This is an optimization exercise on Yosys and OpenROAD, whose aim is small area, not a production implementation.
Where RTL was checked, it was by simulation tests only, not by an equivalence proof against the original.
For run 1, only the layout was checked, not whether the RTL still works.

==> flow/design.v, too long to show whole: its modules and the start of the top module <==
// module add_rc: 18 lines
// module add_r: 17 lines
// module inc_r: 15 lines
// module carry_r: 17 lines
// module cell_maj: 3 lines
// module cell_aoi222: 4 lines
// module cell_aoi22: 3 lines
// module sel31: 21 lines
// module sel10: 18 lines
// module sel8: 18 lines
// module mul_rows: 2887 lines
// module cell_o22ai: 3 lines
// module cell_xor2: 3 lines
// module cell_xnor2: 3 lines
// module mul_fa: 4 lines
// module mul_ha: 4 lines
// module core_top: 719 lines
module core_top (
    input wire clk_i,
    input wire rst_n_i,
    input wire irq_i,
    output wire [8'd32-1:0] ibus_addr_o,
    input wire [8'd32-1:0] ibus_data_i,
    output wire [8'd32-1:0] dbus_addr_o,
    output dbus_rd_o,
    output dbus_we_o,
    output wire [2:0] dbus_size_o,
    output wire [8'd32-1:0]dbus_data_o,
    input wire [8'd32-1:0] dbus_data_i
  );
  // ...
==> flow/flow/run.sh <==
#!/bin/bash
# Layout flow: the standard flow (standard.sh), with clock tree synthesis
# options of our own (no dummy loads, larger sink clusters).
set -o pipefail
cp standard.sh standard_sh.log
cp config.mk config_mk.log
export CTS_ARGS="-sink_clustering_enable -repair_clock_nets -buf_list sky130_fd_sc_hd__clkbuf_8 -dont_use_dummy_load"
bash standard.sh > standard.log 2>&1
status=$?
ls -la out > out_listing.log 2>&1
exit $status
==> flow/standard.sh <==
#!/bin/bash
# synth_recipe.tcl (not shown) runs the flow's synth.tcl, then flattens the netlist and writes it again
# the make line also repeats each setting of config.mk as NAME=value (left out here)
make -C /OpenROAD-flow-scripts/flow DESIGN_CONFIG=/design/flow/config.mk WORK_HOME=/design/flow/orfs CLKGATE_MAP_FILE= SYNTH_SCRIPT=/design/flow/synth_recipe.tcl "${@:-finish}"
==> flow/config.mk <==
export PLATFORM = sky130hd
export DESIGN_NAME = core_top
export DESIGN_NICKNAME = core_top
export VERILOG_FILES = /design/flow/design.v
export SDC_FILE = /design/flow/constraint.sdc
export NUM_CORES = 4
export LEC_CHECK = 0
export CAP_MARGIN = 40
export CORE_MARGIN = 2
export CORE_UTILIZATION = 55
export CTS_BUF_LIST = sky130_fd_sc_hd__clkbuf_8
export PLACE_DENSITY = 0.62
export SLEW_MARGIN = 30
export SYNTH_HIERARCHICAL = 1
export SYNTH_MINIMUM_KEEP_SIZE = 0
==> flow/constraint.sdc <==
create_clock -name core_clock -period 25.0 [get_ports {clk_i}]
set_input_delay 5.0000 -clock core_clock [delete_from_list [all_inputs] [get_ports {clk_i}]]
set_output_delay 5.0000 -clock core_clock [all_outputs]
set_load 0.01 [all_outputs]
==> results_dict.tcl, run 1 <==
set metrics [dict create \
    use_met1_pct 62.6 \
    dr_wl_met3_um 74800 \
    hold_path_class "register to register" \
    run_status "timing/DRC/antenna clean" \
    post_cts_buffers 0 \
    use_met2_pct 68.2 \
    start_util_pct 55.2 \
    max_cap_viol_count 0 \
    nWellTaps 2511 \
    worstRegToRegCells 53 \
    avgRoutedWirePerCell_um 40.8 \
    antennaDiodeCount 34 \
    synth_area_per_cell_um2 11.8 \
    multi_input_area_um2 58200 \
    grt_use_met3_pct 18.6 \
    cp_common_cell "fa_1" \
    largest_register "rf.r" \
    period_share_pct 97.8 \
    maxSlewHeadroom_pct 21.1 \
    min-delay-start "jump_stall_flag" \
    largestRegisters "rf.r: 992 flops, div_s: 65 flops, r_cycle: 64 flops" \
    fin_crit_ns 24.45 \
    first_global_vias 86733 \
    critical_path_depth 48 \
    yosys.area_share.simple_pct 8.20 \
]
==> module core_top, before the edit <==
module core_top (
    input wire clk_i,
    input wire rst_n_i,
    input wire irq_i,
    output wire [8'd32-1:0] ibus_addr_o,
    input wire [8'd32-1:0] ibus_data_i,
    output wire [8'd32-1:0] dbus_addr_o,
    output dbus_rd_o,
    output dbus_we_o,
    output wire [2:0] dbus_size_o,
    output wire [8'd32-1:0]dbus_data_o,
    input wire [8'd32-1:0] dbus_data_i
  );
  function [81:0] idu_decode;
  input [31:0] inst_data_i;
  reg [6:0] inst_func7;
  reg [4:0] inst_rs2;
  reg [4:0] inst_rs1;
  reg [2:0] inst_func3;
  reg [4:0] inst_rd;
  reg [6:0] inst_opcode;
  reg inst_rs1_all0, inst_func3_all0, inst_rd_all0;
  reg inst_is_ecall, inst_is_ebreak, inst_is_mret, inst_is_wfi, inst_is_csrrx, inst_is_csrri;
  reg [1:0] inst_set;
  reg [6:0] inst_type;
  reg [19:0] uimm;
  reg [11:0] csr;
  reg [31:0] inst_func;
  reg reg_raddr1_vld, reg_raddr2_vld, reg_waddr_vld, imm_vld, csr_vld;
  begin
    inst_func7  = inst_data_i[31:25];
    inst_rs2    = inst_data_i[24:20];
    inst_rs1    = inst_data_i[19:15];
    inst_func3  = inst_data_i[14:12];
    inst_rd     = inst_data_i[11: 7];
    inst_opcode = inst_data_i[6: 0];
    inst_rs1_all0   = ~(|inst_rs1);
    inst_func3_all0 = ~(|inst_func3);
    inst_rd_all0    = ~(|inst_rd);
    inst_is_ecall  = (inst_data_i[31:20] == 12'h000) && inst_rs1_all0 && inst_func3_all0 && inst_rd_all0;
    inst_is_ebreak = (inst_data_i[31:20] == 12'h001) && inst_rs1_all0 && inst_func3_all0 && inst_rd_all0;
    inst_is_mret   = (inst_data_i[31:20] == 12'h302) && inst_rs1_all0 && inst_func3_all0 && inst_rd_all0;
    inst_is_wfi    = (inst_data_i[31:20] == 12'h105) && inst_rs1_all0 && inst_func3_all0;
    inst_is_csrrx  = (~inst_func3[2]) && (~inst_func3_all0);
    inst_is_csrri  = (inst_func3[2]) && (~inst_func3_all0);
    case (inst_opcode)
      7'b0000011, 7'b1100111, 7'b0010011: begin inst_set = 2'b01; inst_type = 7'b0000100; end
      7'b0010111, 7'b0110111:             begin inst_set = 2'b01; inst_type = 7'b0100000; end
      7'b0100011:                         begin inst_set = 2'b01; inst_type = 7'b0001000; end
      7'b0110011:                         begin inst_set = inst_func7[0] ? 2'b10 : 2'b01; inst_type = 7'b0000010; end
      7'b1010011, 7'b1000011, 7'b1000111, 7'b1001111, 7'b1001011:
                                          begin inst_set = 2'b00; inst_type = 7'b0000010; end
      7'b1100011:                         begin inst_set = 2'b01; inst_type = 7'b0010000; end
      7'b1101111:                         begin inst_set = 2'b01; inst_type = 7'b1000000; end
      7'b1110011:                         begin inst_set = 2'b01; inst_type = 7'b0000001; end
      default:                            begin inst_set = 2'b00; inst_type = 7'b0000000; end
    endcase
    uimm = 20'b0;
    csr  = 12'b0;
    case (inst_type)
      7'b0000100: uimm = {8'b0, inst_data_i[31:20]};
      7'b0001000: uimm = {8'b0, inst_data_i[31:25], inst_data_i[11:7]};
      7'b0010000: uimm = {8'b0, inst_data_i[31], inst_data_i[7], inst_data_i[30:25], inst_data_i[11:8]};
      7'b0100000: uimm = inst_data_i[31:12];
      7'b1000000: uimm = {inst_data_i[31], inst_data_i[19:12], inst_data_i[20], inst_data_i[30:21]};
      7'b0000001: begin
        uimm = inst_is_csrri ? {15'b0, inst_rs1} : 20'b0;
        csr  = {inst_func7, inst_rs2};
      end
      default: ;
    endcase
    inst_func = 32'b0_0_00_0000_0000_0000_0000_0000_0000_0000;
    case (inst_opcode)
      7'b0000011: begin
        case (inst_func3)
          3'b000  : inst_func = 32'b0_0_00_0000_0000_0000_0100_0000_0000_0000 | 32'b0_1_00_0000_0000_0000_0000_0000_0000_0000 | 32'b0_0_01_0000_0000_0000_0000_0000_0000_0000;
          3'b001  : inst_func = 32'b0_0_00_0000_0000_0000_0100_0000_0000_0000 | 32'b0_1_00_0000_0000_0000_0000_0000_0000_0000 | 32'b0_0_10_0000_0000_0000_0000_0000_0000_0000;
          3'b010  : inst_func = 32'b0_0_00_0000_0000_0000_0100_0000_0000_0000 | 32'b0_1_00_0000_0000_0000_0000_0000_0000_0000;
          3'b100 : inst_func = 32'b0_0_00_0000_0000_0000_0100_0000_0000_0000 | 32'b0_1_00_0000_0000_0000_0000_0000_0000_0000 | 32'b0_0_01_0000_0000_0000_0000_0000_0000_0000 | 32'b1_0_00_0000_0000_0000_0000_0000_0000_0000;
          3'b101 : inst_func = 32'b0_0_00_0000_0000_0000_0100_0000_0000_0000 | 32'b0_1_00_0000_0000_0000_0000_0000_0000_0000 | 32'b0_0_10_0000_0000_0000_0000_0000_0000_0000 | 32'b1_0_00_0000_0000_0000_0000_0000_0000_0000;
          default: ;
        endcase
      end
      7'b0010011: begin
        case (inst_func3)
          3'b000  : inst_func = 32'b0_0_00_0000_1000_0000_0000_0000_0000_0000 | 32'b0_1_00_0000_0000_0000_0000_0000_0000_0000;
          3'b001  : inst_func = 32'b0_0_00_0000_0010_0000_0000_0000_0000_0000 | 32'b0_1_00_0000_0000_0000_0000_0000_0000_0000;
          3'b010  : inst_func = 32'b0_0_00_0000_0000_0000_1000_0000_0000_0000 | 32'b0_1_00_0000_0000_0000_0000_0000_0000_0000;
          3'b011 : inst_func = 32'b0_0_00_0000_0000_0000_1000_0000_0000_0000 | 32'b0_1_00_0000_0000_0000_0000_0000_0000_0000 | 32'b1_0_00_0000_0000_0000_0000_0000_0000_0000;
          3'b100  : inst_func = 32'b0_0_00_0000_0000_0001_0000_0000_0000_0000 | 32'b0_1_00_0000_0000_0000_0000_0000_0000_0000;
          3'b101  : inst_func = (inst_func7[5] ? 32'b0_0_00_0000_0000_1000_0000_0000_0000_0000 : 32'b0_0_00_0000_0001_0000_0000_0000_0000_0000) | 32'b0_1_00_0000_0000_0000_0000_0000_0000_0000;
          3'b110   : inst_func = 32'b0_0_00_0000_0000_0100_0000_0000_0000_0000  | 32'b0_1_00_0000_0000_0000_0000_0000_0000_0000;
          3'b111  : inst_func = 32'b0_0_00_0000_0000_0010_0000_0000_0000_0000 | 32'b0_1_00_0000_0000_0000_0000_0000_0000_0000;
        endcase
      end
      7'b0010111: inst_func = 32'b0_0_00_0000_0000_0000_0000_0001_0000_0000;
      7'b0100011: begin
        case (inst_func3)
          3'b000 : inst_func = 32'b0_0_00_0000_0000_0000_0010_0000_0000_0000 | 32'b0_1_00_0000_0000_0000_0000_0000_0000_0000 | 32'b0_0_01_0000_0000_0000_0000_0000_0000_0000;
          3'b001 : inst_func = 32'b0_0_00_0000_0000_0000_0010_0000_0000_0000 | 32'b0_1_00_0000_0000_0000_0000_0000_0000_0000 | 32'b0_0_10_0000_0000_0000_0000_0000_0000_0000;
          3'b010 : inst_func = 32'b0_0_00_0000_0000_0000_0010_0000_0000_0000 | 32'b0_1_00_0000_0000_0000_0000_0000_0000_0000;
          default: ;
        endcase
      end
      7'b0110011: begin
        if (inst_func7[0]) begin
          case (inst_func3)
            3'b000    : inst_func = 32'b0_0_00_0000_1000_0000_0000_0000_0000_0000;
            3'b001   : inst_func = 32'b0_0_00_0000_1000_0000_0000_0000_0000_0000 | 32'b0_1_00_0000_0000_0000_0000_0000_0000_0000;
            3'b010 : inst_func = 32'b0_0_00_0000_1000_0000_0000_0000_0000_0000 | 32'b1_0_10_0000_0000_0000_0000_0000_0000_0000 | 32'b0_1_00_0000_0000_0000_0000_0000_0000_0000;
            3'b011  : inst_func = 32'b0_0_00_0000_1000_0000_0000_0000_0000_0000 | 32'b1_0_01_0000_0000_0000_0000_0000_0000_0000 | 32'b1_0_10_0000_0000_0000_0000_0000_0000_0000 | 32'b0_1_00_0000_0000_0000_0000_0000_0000_0000;
            3'b100    : inst_func = 32'b0_0_00_0000_0100_0000_0000_0000_0000_0000;
            3'b101   : inst_func = 32'b0_0_00_0000_0100_0000_0000_0000_0000_0000 | 32'b1_0_01_0000_0000_0000_0000_0000_0000_0000 | 32'b1_0_10_0000_0000_0000_0000_0000_0000_0000;
            3'b110    : inst_func = 32'b0_0_00_0000_0010_0000_0000_0000_0000_0000;
            3'b111   : inst_func = 32'b0_0_00_0000_0010_0000_0000_0000_0000_0000 | 32'b1_0_01_0000_0000_0000_0000_0000_0000_0000 | 32'b1_0_10_0000_0000_0000_0000_0000_0000_0000;
          endcase
        end else begin
          case (inst_func3)
            3'b000  : inst_func = (inst_func7[5] ? 32'b0_0_00_0000_0100_0000_0000_0000_0000_0000 : 32'b0_0_00_0000_1000_0000_0000_0000_0000_0000);
            3'b001  : inst_func = 32'b0_0_00_0000_0010_0000_0000_0000_0000_0000;
            3'b010  : inst_func = 32'b0_0_00_0000_0000_0000_1000_0000_0000_0000;
            3'b011 : inst_func = 32'b0_0_00_0000_0000_0000_1000_0000_0000_0000 | 32'b1_0_00_0000_0000_0000_0000_0000_0000_0000;
            3'b100  : inst_func = 32'b0_0_00_0000_0000_0001_0000_0000_0000_0000;
            3'b101  : inst_func = (inst_func7[5] ? 32'b0_0_00_0000_0000_1000_0000_0000_0000_0000 : 32'b0_0_00_0000_0001_0000_0000_0000_0000_0000);
            3'b110   : inst_func = 32'b0_0_00_0000_0000_0100_0000_0000_0000_0000;
            3'b111  : inst_func = 32'b0_0_00_0000_0000_0010_0000_0000_0000_0000;
          endcase
        end
      end
      7'b0110111: inst_func = 32'b0_0_00_0000_0000_0000_0000_0000_1000_0000 | 32'b0_1_00_0000_0000_0000_0000_0000_0000_0000;
      7'b1010011: begin
        inst_func[13] = inst_func7[0];
        case (inst_func7[6:2])
          5'b00000   : inst_func[12:0] = 14'b0_001_0000000_000;
          5'b00001   : inst_func[12:0] = 14'b0_001_1000000_000;
          5'b00010   : inst_func[12:0] = 14'b0_010_1000000_000;
          5'b00011   : inst_func[12:0] = 14'b0_100_1000000_000;
          5'b01011  : inst_func[12:0] = 14'b0_100_0100000_000;
          5'b00101   : inst_func[12:0] = inst_func3[0] ? 14'b0_001_0100000_001 : 14'b0_001_0100000_010;
          5'b10100   : inst_func[12:0] = inst_func3[0] ? 14'b0_001_0010000_010
                                         : inst_func3[1] ? 14'b0_001_0010000_001 : 14'b0_001_0010000_011;
          5'b00100  : inst_func[12:0] = inst_func3[0] ? 14'b0_001_0000100_001
                                         : inst_func3[1] ? 14'b0_001_0000100_010 : 14'b0_001_0000100_000;
          5'b11110  : inst_func[12:0] = 14'b0_001_0001000_010;
          5'b11100  : inst_func[12:0] = inst_func3[0] ? 14'b0_001_0000001_000 : 14'b0_001_0001000_001;
          5'b11010 : inst_func[12:0] = 14'b0_001_0000010_101;
          5'b11000 : inst_func[12:0] = 14'b0_001_0000010_011;
          5'b01000 : inst_func[12:0] = inst_func7[0] ? 14'b0_001_0000010_000 : 14'b0_001_0000010_001;
          default: ;
        endcase
      end
      7'b1100011: begin
        case (inst_func3)
          3'b000  : inst_func = 32'b0_0_00_0000_0000_0000_0000_1000_0000_0000 | 32'b0_0_00_1000_0000_0000_0000_0000_0000_0000;
          3'b001  : inst_func = 32'b0_0_00_0000_0000_0000_0000_1000_0000_0000 | 32'b0_0_00_0100_0000_0000_0000_0000_0000_0000;
          3'b100  : inst_func = 32'b0_0_00_0000_0000_0000_0000_1000_0000_0000 | 32'b0_0_00_0010_0000_0000_0000_0000_0000_0000;
          3'b101  : inst_func = 32'b0_0_00_0000_0000_0000_0000_1000_0000_0000 | 32'b0_0_00_0001_0000_0000_0000_0000_0000_0000 | 32'b0_0_00_1000_0000_0000_0000_0000_0000_0000;
          3'b110 : inst_func = 32'b0_0_00_0000_0000_0000_0000_1000_0000_0000 | 32'b0_0_00_0010_0000_0000_0000_0000_0000_0000 | 32'b1_0_00_0000_0000_0000_0000_0000_0000_0000;
          3'b111 : inst_func = 32'b0_0_00_0000_0000_0000_0000_1000_0000_0000 | 32'b0_0_00_0001_0000_0000_0000_0000_0000_0000 | 32'b0_0_00_1000_0000_0000_0000_0000_0000_0000 | 32'b1_0_00_0000_0000_0000_0000_0000_0000_0000;
          default: ;
        endcase
      end
      7'b1101111: inst_func = 32'b0_0_00_0000_0000_0000_0000_0100_0000_0000;
      7'b1100111: inst_func = 32'b0_0_00_0000_0000_0000_0000_0010_0000_0000;
      7'b1110011: begin
        case (inst_func3)
          3'b000: begin
            case ({inst_is_ecall, inst_is_ebreak, inst_is_mret, inst_is_wfi})
              4'b1000 : inst_func = 32'b0_0_00_0000_0000_0000_0000_0000_0100_0000;
              4'b0100 : inst_func = 32'b0_0_00_0000_0000_0000_0000_0000_0010_0000;
              4'b0010 : inst_func = 32'b0_0_00_0000_0000_0000_0000_0000_0001_0000;
              4'b0001 : inst_func = 32'b0_0_00_0000_0000_0000_0000_0000_0000_1000;
              default : inst_func = 32'b0_0_00_0000_0000_0000_0000_0000_0000_0000;
            endcase
          end
          3'b001  : inst_func = 32'b0_0_00_0000_0000_0000_0000_0000_0000_0100;
          3'b010  : inst_func = 32'b0_0_00_0000_0000_0000_0000_0000_0000_0010;
          3'b011  : inst_func = 32'b0_0_00_0000_0000_0000_0000_0000_0000_0001;
          3'b101 : inst_func = 32'b0_0_00_0000_0000_0000_0000_0000_0000_0100 | 32'b0_1_00_0000_0000_0000_0000_0000_0000_0000;
          3'b110 : inst_func = 32'b0_0_00_0000_0000_0000_0000_0000_0000_0010 | 32'b0_1_00_0000_0000_0000_0000_0000_0000_0000;
          3'b111 : inst_func = 32'b0_0_00_0000_0000_0000_0000_0000_0000_0001 | 32'b0_1_00_0000_0000_0000_0000_0000_0000_0000;
          default: ;
        endcase
      end
      default: ;
    endcase
    case (inst_type)
      7'b0000010: begin  
        reg_raddr1_vld = 1'b1; reg_raddr2_vld = 1'b1;
        reg_waddr_vld  = (inst_set != 2'b00);
      end
      7'b0000100: begin reg_raddr1_vld = 1'b1; reg_raddr2_vld = 1'b0; reg_waddr_vld = 1'b1; end  
      7'b0001000: begin reg_raddr1_vld = 1'b1; reg_raddr2_vld = 1'b1; reg_waddr_vld = 1'b0; end  
      7'b0010000: begin reg_raddr1_vld = 1'b1; reg_raddr2_vld = 1'b1; reg_waddr_vld = 1'b0; end  
      7'b0100000: begin reg_raddr1_vld = 1'b0; reg_raddr2_vld = 1'b0; reg_waddr_vld = 1'b1; end  
      7'b1000000: begin reg_raddr1_vld = 1'b0; reg_raddr2_vld = 1'b0; reg_waddr_vld = 1'b1; end  
      7'b0000001: begin reg_raddr1_vld = inst_is_csrrx; reg_raddr2_vld = 1'b0; reg_waddr_vld = 1'b1; end  
      default:    begin reg_raddr1_vld = 1'b0; reg_raddr2_vld = 1'b0; reg_waddr_vld = 1'b0; end
    endcase
    idu_decode = {reg_waddr_vld, csr, uimm,
                  {5{reg_waddr_vld}} & inst_rd,
                  {5{reg_raddr2_vld}} & inst_rs2,
                  {5{reg_raddr1_vld}} & inst_rs1,
                  inst_func, inst_set};
  end
endfunction
  wire hold_flag;
  wire jump_flag;
  wire [31:0] jump_addr;
  reg hold_stall_flag;
  reg jump_stall_flag;
  always @ (posedge clk_i or negedge rst_n_i)
  begin
    if (!rst_n_i)
    begin
      hold_stall_flag <= 1'b0;
      jump_stall_flag <= 1'b0;
    end
    else
    begin
      hold_stall_flag <= hold_flag;
      jump_stall_flag <= jump_flag;
    end
  end
  reg [31:0] pc;
  always @ (posedge clk_i or negedge rst_n_i)
  begin
    if (!rst_n_i)
      pc <= 32'h0;
    else if (jump_flag)
      pc <= jump_addr;
    else if (!hold_flag)
      pc <= pc_inc;
  end
  assign ibus_addr_o = pc;
  wire [29:0] pc_inc_hi;
  inc_r #(30) u_pc_inc (.a(pc[31:2]), .ci(1'b1), .s(pc_inc_hi));
  wire [31:0] pc_inc = {pc_inc_hi, pc[1:0]};
  reg [31:0] idu_inst_data_t;
  always @ (posedge clk_i)
  begin
    if (!hold_stall_flag)
      idu_inst_data_t <= ibus_data_i;
  end
  wire [31:0] idu_inst_data = hold_stall_flag ? idu_inst_data_t : ibus_data_i;
  reg [31:0] ex_inst;
  reg        ex_vld;
  wire [81:0] dec = idu_decode(ex_inst);
  wire        dec_waddr_vld = dec[81];
  wire [11:0] dec_csr       = dec[80:69];
  wire [19:0] dec_uimm      = dec[68:49];
  wire [4:0]  dec_waddr     = dec[48:44];
  wire [4:0]  dec_raddr2    = dec[43:39];
  wire [4:0]  dec_raddr1    = dec[38:34];
  wire [31:0] dec_func      = dec[33:2];
  wire [1:0]  dec_set       = dec[1:0];
  wire [4:0]  rf_waddr;
  wire        rf_we;
  wire [31:0] rf_wdata;
  wire [31:0] xreg [0:31];
  assign xreg[0] = 32'b0;
  genvar g;
  generate
    for (g = 1; g < 32; g = g + 1)
    begin : rf
      reg [31:0] r;
      always @ (posedge clk_i)
      begin
        if (rf_we && (rf_waddr == g))
          r <= rf_wdata;
      end
      assign xreg[g] = r;
    end
  endgenerate
  wire [4:0] ex_rs1 = dec_raddr1;
  wire [4:0] ex_rs2 = dec_raddr2;
  wire [31:0] rsel1;
  wire [31:0] rsel2;
  wire [1023:0] rdat;
  assign rsel1[0] = 1'b0;
  assign rsel2[0] = 1'b0;
  assign rdat[31:0] = 32'b0;
  generate
    for (g = 1; g < 32; g = g + 1)
    begin : rsel
      assign rsel1[g] = (ex_rs1 == g);
      assign rsel2[g] = (ex_rs2 == g);
      assign rdat[32*g +: 32] = xreg[g];
    end
  endgenerate
  wire [31:0] ex_r1;
  wire [31:0] ex_r2;
  sel31 u_rs1 (.sel(rsel1[31:1]), .d(rdat[1023:32]), .y(ex_r1));
  sel31 u_rs2 (.sel(rsel2[31:1]), .d(rdat[1023:32]), .y(ex_r2));
  wire int_req;
  wire flush_flag = jump_flag || jump_stall_flag || hold_flag;
  always @ (posedge clk_i or negedge rst_n_i)
  begin
    if (!rst_n_i)
      ex_vld <= 1'b0;
    else
      ex_vld <= ~flush_flag;
  end
  always @ (posedge clk_i)
  begin
    ex_inst <= idu_inst_data;
  end
  wire [1:0]  ex_set       = {2{ex_vld}} & dec_set;
  wire [31:0] ex_func      = {32{ex_vld}} & dec_func;
  wire        ex_waddr_vld = ex_vld & dec_waddr_vld;
  wire [4:0]  ex_waddr     = dec_waddr;
  wire [11:0] ex_csr       = dec_csr;
  wire [19:0] ex_uimm      = dec_uimm;
  wire set_i = ex_set[0];
  wire set_m = ex_set[1];
  wire [31:0] f = ex_func;
  wire subop_unsign = f[31];
  wire subop_immv   = f[30];
  wire op_add   = set_i & f[23];
  wire op_sub   = set_i & f[22];
  wire op_sll   = set_i & f[21];
  wire op_srl   = set_i & f[20];
  wire op_sra   = set_i & f[19];
  wire op_or    = set_i & f[18];
  wire op_and   = set_i & f[17];
  wire op_xor   = set_i & f[16];
  wire op_slt   = set_i & f[15];
  wire op_load  = set_i & f[14];
  wire op_store = set_i & f[13];
  wire op_b     = set_i & f[11];
  wire op_jal   = set_i & f[10];
  wire op_jalr  = set_i & f[9];
  wire op_auipc = set_i & f[8];
  wire op_lui   = set_i & f[7];
  wire op_csrrw = set_i & f[2];
  wire op_csrrs = set_i & f[1];
  wire op_csrrc = set_i & f[0];
  wire op_csr   = op_csrrw | op_csrrs | op_csrrc;
  wire op_mul   = set_m & f[23];
  wire op_div   = set_m & f[22];
  wire op_rem   = set_m & f[21];
  wire [31:0] imm12s = {{20{ex_uimm[11]}}, ex_uimm[11:0]};
  wire [31:0] imm12z = {20'b0, ex_uimm[11:0]};
  wire [31:0] op1_data = (op_csr & subop_immv) ? {27'b0, ex_uimm[4:0]} : ex_r1;
  wire [31:0] op2_data = (op_slt | op_load | op_store) ? (subop_immv ? imm12s : ex_r2)
                       : op_csr ? 32'b0
                       : (subop_immv ? (subop_unsign ? imm12z : imm12s) : ex_r2);
  wire        alu_sub = op_sub | op_slt | op_b;
  wire [31:0] alu_b   = op_jalr ? imm12s : op2_data;
  wire        ext1    = ~subop_unsign & op1_data[31];
  wire        ext2    = ~subop_unsign & alu_b[31];
  wire [32:0] alu_bx  = {ext2, alu_b} ^ {33{alu_sub}};
  wire [32:0] alu_sum;
  add_rc #(33) u_alu_add (.a({ext1, op1_data}), .b(alu_bx), .ci(alu_sub), .s(alu_sum), .co());
  wire alu_zero = ~(|alu_sum[31:0]);
  wire alu_neg  = alu_sum[32];
  wire bxx_valid = (~subop_unsign & ((f[27] & alu_zero) | (f[26] & ~alu_zero) | (f[25] & alu_neg) | (f[24] & ~alu_neg)))
                 | ( subop_unsign & ((f[25] & alu_neg) | (f[24] & ~alu_neg)));
  wire [28:0] pc_hi_dec = pc[31:3] - 29'd1;
  wire [31:0] inst_addr = {pc_hi_dec, pc[2:0]};
  wire [31:0] link_addr = pc[2] ? {pc[31:3], 1'b0, pc[1:0]} : {pc_hi_dec, 1'b1, pc[1:0]};
  wire [31:0] pc_off = op_b   ? {{19{ex_uimm[11]}}, ex_uimm[11:0], 1'b0}
                     : op_jal ? {{11{ex_uimm[11]}}, ex_uimm[19:0], 1'b0}
                     :          {ex_uimm[19:0], 12'b0};
  wire [31:0] pc_sum;
  add_r #(32) u_pc_add (.a(inst_addr), .b(pc_off), .s(pc_sum), .co());
  wire u1 = f[31] & f[28];
  wire u2 = f[31] & f[29];
  wire [4:0] shamt = op2_data[4:0];
  wire       sh_right = op_srl | op_sra;
  wire [31:0] sh_dec = 32'b1 << shamt;
  wire [31:0] sh_onehot;
  assign sh_onehot[0] = sh_dec[0];
  generate
    for (g = 1; g < 32; g = g + 1)
    begin : shsel
      assign sh_onehot[g] = sh_right ? sh_dec[32 - g] : sh_dec[g];
    end
  endgenerate
  wire [31:0] mul_b  = set_m ? ex_r2 : sh_onehot;
  wire        mul_as = set_m ? ~u1 : op_sra;
  wire        mul_bs = set_m & ~u2;
  wire        mul_hi = set_m ? f[30] : (sh_right & (shamt != 5'd0));
  wire [63:0] mul_x;
  wire [63:0] mul_y;
  mul_rows u_mul_rows (
             .a_i  (ex_r1),
             .b_i  (mul_b),
             .as_i (mul_as),
             .bs_i (mul_bs),
             .x_o  (mul_x),
             .y_o  (mul_y)
           );
  wire [15:0] mul_l0, mul_m0, mul_m1, mul_a0, mul_a1, mul_b0, mul_b1;
  wire        mul_c16, mul_cm0, mul_cm1, mul_ca0, mul_ca1;
  add_r  #(16) u_mul_l0 (.a(mul_x[15:0]),  .b(mul_y[15:0]),  .s(mul_l0), .co(mul_c16));
  add_r  #(16) u_mul_m0 (.a(mul_x[31:16]), .b(mul_y[31:16]), .s(mul_m0), .co(mul_cm0));
  add_rc #(16) u_mul_m1 (.a(mul_x[31:16]), .b(mul_y[31:16]), .ci(1'b1), .s(mul_m1), .co(mul_cm1));
  add_r  #(16) u_mul_a0 (.a(mul_x[47:32]), .b(mul_y[47:32]), .s(mul_a0), .co(mul_ca0));
  add_rc #(16) u_mul_a1 (.a(mul_x[47:32]), .b(mul_y[47:32]), .ci(1'b1), .s(mul_a1), .co(mul_ca1));
  add_r  #(16) u_mul_b0 (.a(mul_x[63:48]), .b(mul_y[63:48]), .s(mul_b0), .co());
  add_rc #(16) u_mul_b1 (.a(mul_x[63:48]), .b(mul_y[63:48]), .ci(1'b1), .s(mul_b1), .co());
  wire [31:0] mul_lo  = {mul_c16 ? mul_m1 : mul_m0, mul_l0};
  wire        mul_c32 = mul_c16 ? mul_cm1 : mul_cm0;
  wire [15:0] mul_bs0 = mul_ca0 ? mul_b1 : mul_b0;    
  wire [15:0] mul_bs1 = mul_ca1 ? mul_b1 : mul_b0;    
  wire [31:0] mul_hs  = mul_c32 ? {mul_bs1, mul_a1} : {mul_bs0, mul_a0};
  wire [31:0] mul_res = mul_hi ? mul_hs : mul_lo;
  wire div_sa = ~u1 & ex_r1[31];
  wire div_sb = ~u2 & ex_r2[31];
  wire [31:0] div_a;
  wire [31:0] div_b;
  inc_r #(32) u_div_nega (.a(ex_r1 ^ {32{div_sa}}), .ci(div_sa), .s(div_a));
  inc_r #(32) u_div_negb (.a(ex_r2 ^ {32{div_sb}}), .ci(div_sb), .s(div_b));
  wire        div_start = op_div | op_rem;
  wire        div_bz    = ~(|div_b);
  wire        div_age;
  carry_r #(32) u_div_cmp (.a(div_a), .b(~div_b), .ci(1'b1), .co(div_age));
  wire        div_bgt   = ~div_age;
  reg [5:0]  div_cnt;
  reg [31:0] div_d;
  reg [64:0] div_s;
  reg        div_early;
  reg        div_zero;
  reg        div_qs;
  reg        div_rs;
  reg        div_op;
  reg [4:0]  div_waddr;
  always @ (posedge clk_i or negedge rst_n_i)
  begin
    if (!rst_n_i)
      div_cnt <= 6'd33;
    else if (div_start)
      div_cnt <= (div_bz | div_bgt) ? 6'd32 : 6'd0;
    else if (div_cnt <= 6'd32)
      div_cnt <= div_cnt + 6'd1;
  end
  wire div_step = (div_cnt < 6'd32);
  wire div_stop = (div_cnt == 6'd32);
  wire [32:0] div_u    = div_s[63:31];
  wire [32:0] div_t;
  add_rc #(33) u_div_step (.a(div_u), .b({1'b0, div_d} ^ {33{~div_u[32]}}), .ci(~div_u[32]), .s(div_t), .co());
  always @ (posedge clk_i)
  begin
    div_s <= div_start ? {33'b0, div_a} : {div_t, div_s[30:0], ~div_t[32]};
  end
  always @ (posedge clk_i)
  begin
    if (div_start)
    begin
      div_d     <= div_b;
      div_early <= div_bz | div_bgt;
      div_zero  <= div_bz;
      div_qs    <= div_sa ^ div_sb;
      div_rs    <= div_sa;
      div_op    <= op_div;
      div_waddr <= ex_waddr;
    end
  end
  wire [31:0] div_rem_b;
  add_r #(32) u_div_back (.a(div_s[63:32]), .b(div_d), .s(div_rem_b), .co());
  wire [31:0] div_rem_c = div_s[64] ? div_rem_b : div_s[63:32];
  wire [31:0] div_q_t   = div_zero ? 32'hffff_ffff : (div_early ? 32'b0 : div_s[31:0]);
  wire [31:0] div_r_t   = div_early ? div_s[31:0] : div_rem_c;
  wire [31:0] div_v     = div_op ? div_q_t : div_r_t;
  wire        div_n     = div_op ? div_qs : div_rs;
  wire [31:0] div_res;
  inc_r #(32) u_div_negr (.a(div_v ^ {32{div_n}}), .ci(div_n), .s(div_res));
  wire [31:0] csr_rdata;
  wire [31:0] exu_csr_wdata = ({32{op_csrrw}} & op1_data)
                            | ({32{op_csrrs}} & (csr_rdata | op1_data))
                            | ({32{op_csrrc}} & (csr_rdata & ~op1_data));
  wire exu_csr_waddr_vld = ~int_req & op_csr;
  wire sel_adder = op_add | op_sub | op_load | op_store;
  wire sel_mul   = op_sll | op_srl | op_sra | op_mul;
  wire [31:0] logic_res = op_or ? (op1_data | op2_data) : op_and ? (op1_data & op2_data) : (op1_data ^ op2_data);
  wire [31:0] iresult_w;
  sel8 u_res (.sel({sel_adder, sel_mul, op_or | op_and | op_xor, op_jal | op_jalr, op_auipc,
                    op_csr, op_lui, div_stop}),
              .d({alu_sum[31:0], mul_res, logic_res, link_addr, pc_sum,
                  csr_rdata, ex_uimm, 12'b0, div_res}),
              .y(iresult_w));
  wire [31:0] iresult = {iresult_w[31:1], iresult_w[0] | (op_slt & alu_neg)};
  wire exu_jump_flag = (op_b & bxx_valid) | op_jal | op_jalr;
  wire [31:0] exu_jump_addr = op_jalr ? {alu_sum[31:1], 1'b0} : pc_sum;
  wire mem_en_flag = ~int_req & (op_load | op_store);
  wire exu_hold_flag = ~int_req & (op_store | op_load | div_step | op_div | op_rem);
  wire [4:0] reg_waddr_wb = div_stop ? div_waddr : ({5{ex_waddr_vld}} & ex_waddr);
  wire       reg_waddr_wb_vld = div_stop | ex_waddr_vld;
  wire [31:0] csr_mtvec;
  wire [31:0] csr_mepc;
  wire [31:0] csr_mstatus;
  localparam S_IDLE = 3'd0;
  localparam S_MEPC = 3'd1;
  localparam S_MSTATUS = 3'd2;
  localparam S_MCAUSE = 3'd3;
  localparam S_MRET = 3'd4;
  wire op_ecall  = set_i & f[6];
  wire op_ebreak = set_i & f[5];
  wire op_mret   = set_i & f[4];
  reg [1:0] irq;
  always @ (posedge clk_i or negedge rst_n_i)
  begin
    if (!rst_n_i)
      irq <= 2'b00;
    else
      irq <= {irq[0], irq_i};
  end
  reg irq_vld_temp;
  wire irq_vld = (~irq[1] & irq[0]) | irq_vld_temp;
  wire global_int_en = csr_mstatus[3];
  wire global_int_si = csr_mstatus[31];
  wire trap_sw  = op_ecall | op_ebreak;
  wire trap_irq = global_int_en & irq_vld;
  wire trap_si  = global_int_en & global_int_si;
  wire st_mepc  = trap_sw | (~op_mret & (trap_irq | trap_si));
  wire st_mret  = ~trap_sw & op_mret;
  wire st_idle  = ~st_mepc & ~st_mret;
  always @ (posedge clk_i or negedge rst_n_i)
  begin
    if (!rst_n_i)
      irq_vld_temp <= 1'b0;
    else
      irq_vld_temp <= st_idle & irq_vld;
  end
  wire [2:0] cause_sel = trap_sw ? (op_ecall ? 3'd1 : 3'd2)
                       : trap_irq ? 3'd3 : 3'd4;
  wire [31:0] clint_inst_addr = inst_addr;
  wire [31:0] clint_jump_addr = exu_jump_addr - 32'h4;
  wire [31:0] break_addr_n = exu_jump_flag ? clint_jump_addr : clint_inst_addr;
  reg [2:0]  csr_state;
  reg [2:0]  break_cause;
  always @ (posedge clk_i or negedge rst_n_i)
  begin
    if (!rst_n_i)
    begin
      csr_state   <= S_IDLE;
      break_cause <= 3'd0;
    end
    else
    begin
      case (csr_state)
        S_IDLE: begin
          if (st_mepc)
          begin
            csr_state   <= S_MEPC;
            break_cause <= cause_sel;
          end
          else if (st_mret)
          begin
            csr_state   <= S_MRET;
            break_cause <= 3'd0;
          end
        end
        S_MEPC:    csr_state <= S_MSTATUS;
        S_MSTATUS: csr_state <= S_MCAUSE;
        S_MCAUSE:  csr_state <= S_IDLE;
        default:   csr_state <= S_IDLE;
      endcase
    end
  end
  wire [31:0] break_cause_val = (break_cause == 3'd1) ? 32'd11
                              : (break_cause == 3'd2) ? 32'd3
                              : (break_cause == 3'd3) ? 32'h8000_0003
                              : (break_cause == 3'd4) ? 32'h8000_0004
                              : 32'd0;
  reg [1:0]  int_waddr;
  reg [31:0] int_wdata;
  always @ (posedge clk_i or negedge rst_n_i)
  begin
    if (!rst_n_i)
      int_waddr <= 2'd0;
    else
    begin
      case (csr_state)
        S_MEPC:    int_waddr <= 2'd1;
        S_MSTATUS: int_waddr <= 2'd2;
        S_MCAUSE:  int_waddr <= 2'd3;
        S_MRET:    int_waddr <= 2'd2;
        default:   int_waddr <= 2'd0;
      endcase
    end
  end
  always @ (posedge clk_i)
  begin
    case (csr_state)
      S_IDLE:    int_wdata <= break_addr_n;
      S_MSTATUS: int_wdata <= {csr_mstatus[31:4], 1'b0, csr_mstatus[2:0]};
      S_MCAUSE:  int_wdata <= break_cause_val;
      S_MRET:    int_wdata <= {csr_mstatus[31:4], csr_mstatus[7], csr_mstatus[2:0]};
      default:   ;
    endcase
  end
  wire int_csr_vld = (int_waddr != 2'd0);
  wire [11:0] int_csr_waddr = (int_waddr == 2'd1) ? 12'h341
                            : (int_waddr == 2'd2) ? 12'h300
                            : (int_waddr == 2'd3) ? 12'h342
                            : 12'h000;
  reg        int_req_r;
  reg [31:0] int_addr;
  wire [29:0] mtvec_inc;
  inc_r #(30) u_mtvec_inc (.a(csr_mtvec[31:2]), .ci(1'b1), .s(mtvec_inc));
  wire [31:0] mtvec_adj = (break_cause == 3'd4) ? {mtvec_inc, csr_mtvec[1:0]} : csr_mtvec;
  always @ (posedge clk_i or negedge rst_n_i)
  begin
    if (!rst_n_i)
      int_req_r <= 1'b0;
    else
      int_req_r <= (csr_state == S_MCAUSE) | (csr_state == S_MRET);
  end
  always @ (posedge clk_i)
  begin
    int_addr <= (csr_state == S_MRET) ? csr_mepc : mtvec_adj;
  end
  assign int_req = int_req_r;
  wire int_hold_flag = (csr_state != S_IDLE) | int_csr_vld;
  assign hold_flag = exu_hold_flag | int_hold_flag;
  assign jump_flag = exu_jump_flag | int_req;
  assign jump_addr = int_req ? int_addr : exu_jump_addr;
  wire [11:0] csr_waddr = int_csr_vld ? int_csr_waddr : ex_csr;
  wire        csr_we    = exu_csr_waddr_vld | int_csr_vld;
  wire [31:0] csr_wdata = int_csr_vld ? int_wdata : exu_csr_wdata;
  reg [31:0] r_mtvec, r_mepc, r_mcause, r_mie, r_mip, r_mtval, r_mscratch, r_mstatus;
  reg [63:0] r_cycle;
  wire [63:0] cycle_inc;
  inc_r #(64) u_cycle_inc (.a(r_cycle), .ci(1'b1), .s(cycle_inc));
  always @ (posedge clk_i or negedge rst_n_i)
  begin
    if (!rst_n_i)
      r_cycle <= 64'h0;
    else
      r_cycle <= cycle_inc;
  end
  always @ (posedge clk_i or negedge rst_n_i)
  begin
    if (!rst_n_i)
    begin
      r_mtvec    <= 32'h0;
      r_mepc     <= 32'h0;
      r_mcause   <= 32'h0;
      r_mie      <= 32'h0;
      r_mip      <= 32'h0;
      r_mtval    <= 32'h0;
      r_mscratch <= 32'h0;
      r_mstatus  <= 32'h0000_0060;
    end
    else if (csr_we)
    begin
      case (csr_waddr)
        12'h305    : r_mtvec    <= csr_wdata;
        12'h341     : r_mepc     <= csr_wdata;
        12'h342   : r_mcause   <= csr_wdata;
        12'h304      : r_mie      <= csr_wdata;
        12'h344      : r_mip      <= csr_wdata;
        12'h343    : r_mtval    <= csr_wdata;
        12'h340 : r_mscratch <= csr_wdata;
        12'h300  : r_mstatus  <= csr_wdata;
        default: ;
      endcase
    end
  end
  wire [9:0] csr_rsel = {ex_csr == 12'h305,  ex_csr == 12'h341,  ex_csr == 12'h342,
                         ex_csr == 12'h304,    ex_csr == 12'h344,   ex_csr == 12'h343,
                         ex_csr == 12'h340, ex_csr == 12'h300,
                         ex_csr == 12'hc80, ex_csr == 12'hc00};
  sel10 u_csr_rd (.sel(csr_rsel),
                  .d({r_mtvec, r_mepc, r_mcause, r_mie, r_mip, r_mtval, r_mscratch, r_mstatus,
                      r_cycle[63:32], r_cycle[31:0]}),
                  .y(csr_rdata));
  assign csr_mtvec   = r_mtvec;
  assign csr_mepc    = r_mepc;
  assign csr_mstatus = r_mstatus;
  reg [4:0] mau_func_t;    
  reg [1:0] mau_addr_t;
  always @ (posedge clk_i)
  begin
    mau_func_t <= {f[31], f[29:28], f[14:13]};
    mau_addr_t <= iresult[1:0];
  end
  wire st_byte = (f[29:28] == 2'b01);
  wire st_half = (f[29:28] == 2'b10);
  wire st_word = (f[29:28] == 2'b00);
  assign dbus_addr_o = alu_sum[31:0];
  assign dbus_size_o = {st_word, st_half, st_byte};
  assign dbus_data_o = st_byte ? {4{ex_r2[7:0]}} : st_half ? {2{ex_r2[15:0]}} : ex_r2;
  assign dbus_rd_o   = mem_en_flag & ~hold_stall_flag & f[14];
  assign dbus_we_o   = mem_en_flag & ~hold_stall_flag & f[13];
  wire ld_vld  = hold_stall_flag & mau_func_t[1];
  wire ld_sign = ~mau_func_t[4];
  wire [7:0] ld_b8 = (mau_addr_t == 2'd0) ? dbus_data_i[7:0]
                   : (mau_addr_t == 2'd1) ? dbus_data_i[15:8]
                   : (mau_addr_t == 2'd2) ? dbus_data_i[23:16]
                   :                        dbus_data_i[31:24];
  wire [15:0] ld_h16 = mau_addr_t[1] ? dbus_data_i[31:16] : dbus_data_i[15:0];
  wire [31:0] ld_data = (mau_func_t[3:2] == 2'b01) ? {{24{ld_sign & ld_b8[7]}}, ld_b8}
                      : (mau_func_t[3:2] == 2'b10) ? {{16{ld_sign & ld_h16[15]}}, ld_h16}
                      : (mau_func_t[3:2] == 2'b00) ? dbus_data_i
                      : 32'b0;
  reg [4:0] mau_reg_addr;
  reg       mau_reg_addr_vld;
  always @ (posedge clk_i or negedge rst_n_i)
  begin
    if (!rst_n_i)
    begin
      mau_reg_addr     <= 5'b0;
      mau_reg_addr_vld <= 1'b0;
    end
    else
    begin
      mau_reg_addr     <= reg_waddr_wb;
      mau_reg_addr_vld <= reg_waddr_wb_vld;
    end
  end
  wire [4:0] wb_addr = ld_vld ? mau_reg_addr : reg_waddr_wb;
  wire       wb_vld  = ld_vld ? mau_reg_addr_vld : (reg_waddr_wb_vld & ~exu_hold_flag);
  assign rf_waddr = wb_addr;
  assign rf_we    = wb_vld & (wb_addr != 5'd0);
  assign rf_wdata = ld_vld ? ld_data : iresult;
endmodule
==> run 2: changes to the inputs <==
--- a/flow/design.v
+++ b/flow/design.v
@@ -3050,4 +3050,17 @@
     input wire [8'd32-1:0] dbus_data_i
   );
+  function [15:0] cinc16;
+    input [15:0] s;
+    input        c;
+    integer k;
+    reg [15:0] p;
+    begin
+      p[0] = 1'b1;
+      for (k = 1; k < 16; k = k + 1)
+        p[k] = p[k-1] & s[k-1];
+      for (k = 0; k < 16; k = k + 1)
+        cinc16[k] = s[k] ^ (c & p[k]);
+    end
+  endfunction
   function [81:0] idu_decode;
   input [31:0] inst_data_i;
@@ -3281,7 +3294,6 @@
       idu_inst_data_t <= ibus_data_i;
   end
-  wire [31:0] idu_inst_data = hold_stall_flag ? idu_inst_data_t : ibus_data_i;
-  reg [31:0] ex_inst;
-  reg        ex_vld;
+  wire [31:0] ex_inst = idu_inst_data_t;
+  reg         ex_vld;
   wire [81:0] dec = idu_decode(ex_inst);
   wire        dec_waddr_vld = dec[81];
@@ -3311,6 +3323,6 @@
     end
   endgenerate
-  wire [4:0] ex_rs1 = dec_raddr1;
-  wire [4:0] ex_rs2 = dec_raddr2;
+  wire [4:0] ex_rs1 = ex_inst[19:15];
+  wire [4:0] ex_rs2 = ex_inst[24:20];
   wire [31:0] rsel1;
   wire [31:0] rsel2;
@@ -3340,8 +3352,4 @@
       ex_vld <= ~flush_flag;
   end
-  always @ (posedge clk_i)
-  begin
-    ex_inst <= idu_inst_data;
-  end
   wire [1:0]  ex_set       = {2{ex_vld}} & dec_set;
   wire [31:0] ex_func      = {32{ex_vld}} & dec_func;
@@ -3389,6 +3397,11 @@
   wire        ext2    = ~subop_unsign & alu_b[31];
   wire [32:0] alu_bx  = {ext2, alu_b} ^ {33{alu_sub}};
-  wire [32:0] alu_sum;
-  add_rc #(33) u_alu_add (.a({ext1, op1_data}), .b(alu_bx), .ci(alu_sub), .s(alu_sum), .co());
+  wire [32:0] alu_a = {ext1, op1_data};
+  wire [16:0] alu_lo;
+  wire        alu_c17;
+  wire [15:0] alu_h0;
+  add_rc #(17) u_alu_lo (.a(alu_a[16:0]),  .b(alu_bx[16:0]),  .ci(alu_sub), .s(alu_lo), .co(alu_c17));
+  add_r  #(16) u_alu_h0 (.a(alu_a[32:17]), .b(alu_bx[32:17]), .s(alu_h0), .co());
+  wire [32:0] alu_sum = {cinc16(alu_h0, alu_c17), alu_lo};
   wire alu_zero = ~(|alu_sum[31:0]);
   wire alu_neg  = alu_sum[32];
@@ -3430,18 +3443,14 @@
              .y_o  (mul_y)
            );
-  wire [15:0] mul_l0, mul_m0, mul_m1, mul_a0, mul_a1, mul_b0, mul_b1;
-  wire        mul_c16, mul_cm0, mul_cm1, mul_ca0, mul_ca1;
+  wire [15:0] mul_l0, mul_m0, mul_a0, mul_b0;
+  wire        mul_c16, mul_cm0, mul_ca0;
   add_r  #(16) u_mul_l0 (.a(mul_x[15:0]),  .b(mul_y[15:0]),  .s(mul_l0), .co(mul_c16));
   add_r  #(16) u_mul_m0 (.a(mul_x[31:16]), .b(mul_y[31:16]), .s(mul_m0), .co(mul_cm0));
-  add_rc #(16) u_mul_m1 (.a(mul_x[31:16]), .b(mul_y[31:16]), .ci(1'b1), .s(mul_m1), .co(mul_cm1));
   add_r  #(16) u_mul_a0 (.a(mul_x[47:32]), .b(mul_y[47:32]), .s(mul_a0), .co(mul_ca0));
-  add_rc #(16) u_mul_a1 (.a(mul_x[47:32]), .b(mul_y[47:32]), .ci(1'b1), .s(mul_a1), .co(mul_ca1));
   add_r  #(16) u_mul_b0 (.a(mul_x[63:48]), .b(mul_y[63:48]), .s(mul_b0), .co());
-  add_rc #(16) u_mul_b1 (.a(mul_x[63:48]), .b(mul_y[63:48]), .ci(1'b1), .s(mul_b1), .co());
-  wire [31:0] mul_lo  = {mul_c16 ? mul_m1 : mul_m0, mul_l0};
-  wire        mul_c32 = mul_c16 ? mul_cm1 : mul_cm0;
-  wire [15:0] mul_bs0 = mul_ca0 ? mul_b1 : mul_b0;    
-  wire [15:0] mul_bs1 = mul_ca1 ? mul_b1 : mul_b0;    
-  wire [31:0] mul_hs  = mul_c32 ? {mul_bs1, mul_a1} : {mul_bs0, mul_a0};
+  wire        mul_c32 = mul_cm0 | (mul_c16 & (&mul_m0));
+  wire        mul_c48 = mul_ca0 | (mul_c32 & (&mul_a0));
+  wire [31:0] mul_lo  = {cinc16(mul_m0, mul_c16), mul_l0};
+  wire [31:0] mul_hs  = {cinc16(mul_b0, mul_c48), cinc16(mul_a0, mul_c32)};
   wire [31:0] mul_res = mul_hi ? mul_hs : mul_lo;
   wire div_sa = ~u1 & ex_r1[31];
==> flow/run.sh (new file) <==
#!/bin/bash
# synth_recipe.tcl (not shown) runs the flow's synth.tcl, then flattens the netlist and writes it again
# the make line also repeats each setting of config.mk as NAME=value (left out here)
make -C /OpenROAD-flow-scripts/flow DESIGN_CONFIG=/design/flow/config.mk WORK_HOME=/design/flow/orfs CLKGATE_MAP_FILE= SYNTH_SCRIPT=/design/flow/synth_recipe.tcl finish
--- a/flow/config.mk
+++ b/flow/config.mk
@@ -7,8 +7,10 @@
 export LEC_CHECK = 0
 export CAP_MARGIN = 40
+export CELL_PAD_IN_SITES_DETAIL_PLACEMENT = 1
+export CELL_PAD_IN_SITES_GLOBAL_PLACEMENT = 1
 export CORE_MARGIN = 2
-export CORE_UTILIZATION = 55
+export CORE_UTILIZATION = 45
 export CTS_BUF_LIST = sky130_fd_sc_hd__clkbuf_8
-export PLACE_DENSITY = 0.62
+export PLACE_DENSITY = 0.55
 export SLEW_MARGIN = 30
 export SYNTH_HIERARCHICAL = 1
removed: flow/flow/run.sh
removed: flow/standard.sh
==> run 2 against run 1 <==
First-iteration DRC count fell by 23%. Utilization fell by 10 points. Synthesized area fell by 0.68%. Final cell count rose by 6.9%. Sequential share of layout area fell by 0.39 points. Critical path type unchanged.
==> results_dict.tcl, run 2 <==
set metrics [dict create \
    run_status "timing/DRC/antenna clean" \
    nets 10489 \
    area_growth_pct 13.1 \
    ys_ff_latch 1586 \
    whs_ns 0.390 \
    synth_compound_area_share_pct 18.0 \
    track_usage_pct 42.7 \
    finalHoldViolCount 0 \
    setup_violations 0 \
    ys_warn_count 7 \
    rows 176 \
    clockRootBuffer "clkbuf_8" \
    clk_latency_ns 1.13 \
    largest_register_ffs 992 \
    synth-edff-count 1098 \
    drive_gt1_share_pct 12.3 \
    fmax_mhz 50.7 \
    use_met2_pct 61.2 \
    hold_path_class "register to register" \
    tightest_slew_ns 1.07 \
    worstPathArrival_ns 14.71 \
    synth_area_leaders "edfxtp_1, fa_1, dfrtp_1" \
    synth_area_per_cell_um2 11.7 \
    rsz0062_at_grt "false" \
    start_util_pct 45.3 \
    synth_top_area_cell "edfxtp_1" \
    dieArea_um2 235000 \
    use_met1_pct 56.3 \
    die_x_um 485 \
    critPathCaptureType "output pin" \
    first_global_vias 90966 \
    largest_register "rf.r" \
    synthXorXnorAreaFrac_pct 7.56 \
    drt_iter0_drc 16481 \
    finalSetupTns_ns 0 \
    port_buffers 167 \
    async_flop_share_pct 23.9 \
    post_cts_buffers 0 \
    synth_top_family_by_area "compound AO/OA/AOI/OAI gates" \
    antenna_found_initial 38 \
    avgRoutedWirePerCell_um 40.6 \
    synth_top_area_share_pct 31.7 \
    drt-total-wl_um 515000 \
    criticalPathCategory "register to output pin" \
    slowest_stage "edfxtp_1" \
    die_y_um 485 \
    first_pass_iters 11 \
    ys_seq_area_share_pct 42.9 \
    grt_pass1_wl_um 712000 \
    num-fill-cells 23992 \
    grt_overflow 0 \
    fin_crit_ns 19.71 \
    routabilityCongestion 1.03 \
    final_cell_mix "edfxtp_1, a222oi_1, nand2_1" \
    synthesis.area_um2 104000 \
    layout.area.seq_um2 44600 \
    grt_use_met3_pct 13.8 \
    cts_tree "yes" \
    maxSlewViolCount 0 \
    grt-busiest-layer "met2" \
    maxSlewHeadroom_pct 28.8 \
    clkSlewWorstSetupHoldPaths_ns 0.06 \
    synthAdderAreaFrac_pct 17.2 \
    multi_input_area_um2 57500 \
    cts_hold_buf 0 \
    via_count 90580 \
    clock_sinks 1586 \
    layout_commonest_cell "edfxtp_1" \
    ant_nets 0 \
    max_cap_viol_count 0 \
    cts_resized 0 \
    stdcell_count 12687 \
    synth.most_common_cell "edfxtp_1" \
    yosys.area_share.simple_pct 8.52 \
    vias_per_cell 7.14 \
    largestRegisters "rf.r: 992 flops, div_s: 65 flops, r_cycle: 64 flops" \
    fin_skew_ns 0.169 \
    cts-buffers-inserted 299 \
    synth_cell_types 92 \
    route.detailed.drc 0 \
    period_share_pct 78.8 \
    dpl.hpwl_um 345000 \
    core_um2 230000 \
    cpPeakStageDelay_ns 0.91 \
    post-place-cells 12124 \
    layout_setup_ws_ns 5.29 \
    synth_common_cells "edfxtp_1, a222oi_1, nand2_1" \
    ctsLongestPathBuffers 4 \
    critPathRequiredTime_ns 20.00 \
    cp_common_cell "fa_1" \
    start_kind "register" \
    htreeDepth 5 \
    grt_max_degree 128 \
    synthCells 8911 \
    synth_top_flop_cell "edfxtp_1" \
    ioPinCount 168 \
    synth_mux_area_share_pct 2.48 \
    critical_path_peak_fanout 32 \
    pre_cts_ws_ns 6.17 \
]
run 2: worst paths after layout:
kind                                   end  slack (ns)                start  cells past startpoint
min in group asynchronous       div_cnt[2]        3.86              rst_n_i                      1
hold / removal                      ex_vld        0.39      jump_stall_flag                      1
setup reg to reg               rf[6].r[16]        5.67  idu_inst_data_t[21]                     51
max in group asynchronous      r_mtvec[13]       18.58              rst_n_i                      6
setup / recovery           dbus_addr_o[27]        5.29  idu_inst_data_t[21]                     35
hold reg to reg                     ex_vld        0.39      jump_stall_flag                      1
run 2: layout make-up:
type,count,share of cell area (%)
multi-input combinational,6632,48.8
sequential,1586,37.9
timing repair buffer,615,4.49
clock buffer,318,3.72
tap,3026,3.22
inverter,277,0.883
clock inverter,199,0.845
antenna,34,0.0723
run 2: per-stage QoR:
stage / utilization, % / area [um2]
final: 51.2 / 118000
after global routing: 51.2 / 118000
after CTS: 51.1 / 117000
after detailed placement: 48.7 / 112000
after global placement: 48.6 / 112000
after floorplan: - / 104000
run 2: cells by family (layout without fill, tap and decap cells):
family / count (synthesis) / count (layout)
buf+inv: 738 / 1409
simple gates: 1896 / 1896
xor+xnor: 898 / 898
fa+ha+maj: 1043 / 1043
flops: 1586 / 1586
other cells: 4 / 83
compound gates: 2497 / 2497
mux: 249 / 249
run 2: layer usage:
metal | wire length [um] | vias to the layer above
met4 | 35200 | 22
met5 | 232 | -
li1 | - | 35943
met2 | 215000 | 6736
met3 | 68300 | 1364
met1 | 196000 | 46515
run 2: Yosys stat by module (local to each module, per instance), a selection:
module       cell area, um2  times used  cells
cell_aoi222            10.0         800      1
cell_maj               11.3          32      1
cell_o22ai             6.26         559      1
cell_xnor2             8.76          16      1
cell_xor2              8.76         543      1
core_top              66000           1   5275
mul_fa                 20.0         654      1
mul_ha                 12.5         271      1
mul_rows               2200           1    362
sel10                   354           1     67
sel31                   915           2    131
sel8                    452           1     70
run 2: worst max-delay path, delay by kind of cell, from the launching register on:
family,cells,cell delay (ns)
multiplexers,1,0.36
XOR/XNOR,2,0.40
AND/OR/NAND/NOR,8,1.99
flip-flops,1,0.91
buffers and inverters,4,1.65
AO/OA/AOI/OAI,3,1.24
adder cells (fa/ha/maj),17,7.05
==> run 3: changes to the inputs <==
--- a/flow/config.mk
+++ b/flow/config.mk
@@ -7,10 +7,8 @@
 export LEC_CHECK = 0
 export CAP_MARGIN = 40
-export CELL_PAD_IN_SITES_DETAIL_PLACEMENT = 1
-export CELL_PAD_IN_SITES_GLOBAL_PLACEMENT = 1
 export CORE_MARGIN = 2
-export CORE_UTILIZATION = 45
+export CORE_UTILIZATION = 55
 export CTS_BUF_LIST = sky130_fd_sc_hd__clkbuf_8
-export PLACE_DENSITY = 0.55
+export PLACE_DENSITY = 0.62
 export SLEW_MARGIN = 30
 export SYNTH_HIERARCHICAL = 1
==> run 3 against run 2 <==
Utilization increased by 11 points. Clock skew shrank 0.040 ns. Die area is 18% lower. Final area down 1.1%.
==> results_dict.tcl, run 3 <==
set metrics [dict create \
    drive_gt1_share_pct 11.9 \
    cts_tree "yes" \
    rows 159 \
    num-fill-cells 15130 \
    layout_commonest_cell "edfxtp_1" \
    min_path_cells 1 \
    synth-edff-count 1098 \
    core_um2 188000 \
    critPathBufInv 4 \
    grt_max_degree 111 \
    worstPathArrival_ns 20.18 \
    fin_crit_ns 19.49 \
    grt_pass1_wl_um 638000 \
    track_usage_pct 46.6 \
    first_pass_iters 17 \
    start_kind "register" \
    criticalPathCategory "register to register" \
    cts-buffers-inserted 286 \
    cts_hold_buf 0 \
    dpl.hpwl_um 307000 \
    clock_sinks 1586 \
    grt_overflow 0 \
    layout_setup_ws_ns 5.51 \
    fin_util_pct 61.9 \
    route.detailed.drc 0 \
    area_growth_pct 11.8 \
    via_count 90109 \
    synth_cell_types 92 \
    clockRootBuffer "clkbuf_8" \
    fin_skew_ns 0.129 \
    critical_path_depth 51 \
    drt-total-wl_um 459000 \
    critical_path_peak_fanout 40 \
    port_buffers 167 \
    start_util_pct 55.4 \
    maxSlewViolCount 0 \
    critPathCaptureType "register" \
    first_global_vias 85535 \
    avgRoutedWirePerCell_um 38.0 \
    ant_nets 0 \
    synth_top_flop_cell "edfxtp_1" \
    largestRegisters "rf.r: 992 flops, div_s: 65 flops, r_cycle: 64 flops" \
    clk_latency_ns 1.10 \
    fmax_mhz 51.3 \
    async_flop_share_pct 23.9 \
    cts_resized 0 \
    setup_violations 0 \
    ioPinCount 168 \
    synth_top_area_share_pct 31.7 \
    clkSlewWorstSetupHoldPaths_ns 0.06 \
    hold_path_class "register to register" \
    synthCells 8911 \
    worstRegToRegCells 51 \
    htreeDepth 5 \
    antenna_found_initial 37 \
    vias_per_cell 7.46 \
    ctsLongestPathBuffers 4 \
    run_status "timing/DRC/antenna clean" \
    critPathRequiredTime_ns 25.69 \
    ys_ff_latch 1586 \
    finalSetupTns_ns 0 \
    multi_input_area_um2 57500 \
    largest_register_ffs 992 \
    post_cts_buffers 0 \
    synth_area_per_cell_um2 11.7 \
    drt_iter0_drc 19440 \
    largest_register "rf.r" \
    ys_seq_area_share_pct 42.9 \
    cp_common_cell "fa_1" \
    synth_area_leaders "edfxtp_1, fa_1, dfrtp_1" \
    cpPeakStageDelay_ns 0.84 \
    layout.area.seq_um2 44600 \
    slowest_stage "edfxtp_1" \
    die_x_um 439 \
    critPathTopFamily "adder cells" \
    synth_top_area_cell "edfxtp_1" \
    pre_cts_ws_ns 6.26 \
    ys_warn_count 7 \
    synth.most_common_cell "edfxtp_1" \
    nets 10445 \
    tightest_slew_ns 1.14 \
    synthesis.area_um2 104000 \
    rrSetupSlack_ns 5.51 \
    routabilityCongestion 1.13 \
    synth_common_cells "edfxtp_1, a222oi_1, nand2_1" \
    period_share_pct 78.0 \
    finalHoldViolCount 0 \
    die_y_um 439 \
    placed_cell_area_um2 111000 \
    maxSlewHeadroom_pct 24.3 \
    fin_area_um2 116000 \
    dieArea_um2 193000 \
    final_cell_mix "edfxtp_1, a222oi_1, nand2_1" \
    rsz0062_at_grt "false" \
    max_cap_viol_count 0 \
]
[run 3: changes by cell type in the layout (fill, tap and decap cells not counted), moves of 7 or more]
cell,before,now
clkinv_2,18,30
nor2_4,76,69
inv_1,383,353
diode_2,34,20
a21oi_4,9,2
buf_4,406,376
clkbuf_8,318,303
a21oi_2,25,32
[run 3: final cells by class]
type,count,area share [%]
flip-flops and latches,1586,38.4
inverters,277,0.893
clock buffers,303,3.58
diodes,20,0.0430
multi-input cells,6632,49.4
repair buffers,584,4.35
well taps,2495,2.68
clock inverters,176,0.723
[run 3: layer usage]
layer  vias to the layer above  track usage, %  part of all wire [%]
met5                         -            2.18                  0.18
met4                        34            28.4                   7.3
met3                      1526            18.4                    16
met2                      8075            63.9                    40
met1                     44638            61.5                    36
li1                      35836               -                     -
[run 3: through the flow]
| step | hold slack [ns] | instances |
|---|---|---|
| final | 0.366 | 12073 |
| after CTS | 0.371 | 12033 |
| after global placement | 0.368 | 11528 |
| after detailed placement | 0.375 | 11554 |
| after global routing | 0.359 | 12060 |
| after floorplan | 0.354 | 8956 |
[run 3: worst paths after layout]
kind / start / to
hold / removal: jump_stall_flag / ex_vld
max in group asynchronous: rst_n_i / r_mie[21]
hold reg to reg: jump_stall_flag / ex_vld
min in group asynchronous: rst_n_i / r_mip[3]
setup reg to reg: idu_inst_data_t[22] / rf[12].r[25]
setup / recovery: idu_inst_data_t[22] / rf[12].r[25]
[run 3: logic make-up after synthesis]
kind of cell	count (synthesis)	synth area share, %
muxes	249	2.48
AOI/OAI and AO/OA	2497	18.0
DFF	1586	42.9
xor gates and xnor gates	898	7.56
and+or+nand+nor	1896	8.52
adders and majority gates	1043	17.2
buffers and inverters	738	3.32
other	4	0.0144
[run 3: Yosys stat by module, one instance, submodules excluded, a selection]
module	cells	area, um2
core_top	5275	66000
mul_rows	362	2200
sel31	131	915
sel8	70	452
sel10	67	354
mul_fa	1	20.0
mul_ha	1	12.5
cell_xnor2	1	8.76
cell_xor2	1	8.76

afterwards: timing with drivers on the ports:
In the flow no input, the clock included, has a driving cell. The finished layouts below were timed again as built, in two steps.
Step 1, drivers: a clkbuf_16 drives clk_i and a buf_2 each remaining input, both assumed.
Step 2 times the ports against the registers' clock, not the clock port: input delays grow and output delays shrink by t, the midpoint of the rising clock arrivals with the driver on.
Three values: ideal ports, drivers, drivers and shift; two values: the first two.
run | t, ns | setup slack, ns | worst register clock-pin slew, ns
run 1 | 1.111 | 0.549 / 0.447 / 1.558 | 0.07 / 0.07
run 2 | 1.147 | 5.293 / 5.187 / 5.673 | 0.07 / 0.07
run 3 | 1.139 | 5.512 / 5.512 / 5.512 | 0.08 / 0.08
After both steps setup and hold are still met in every run listed.
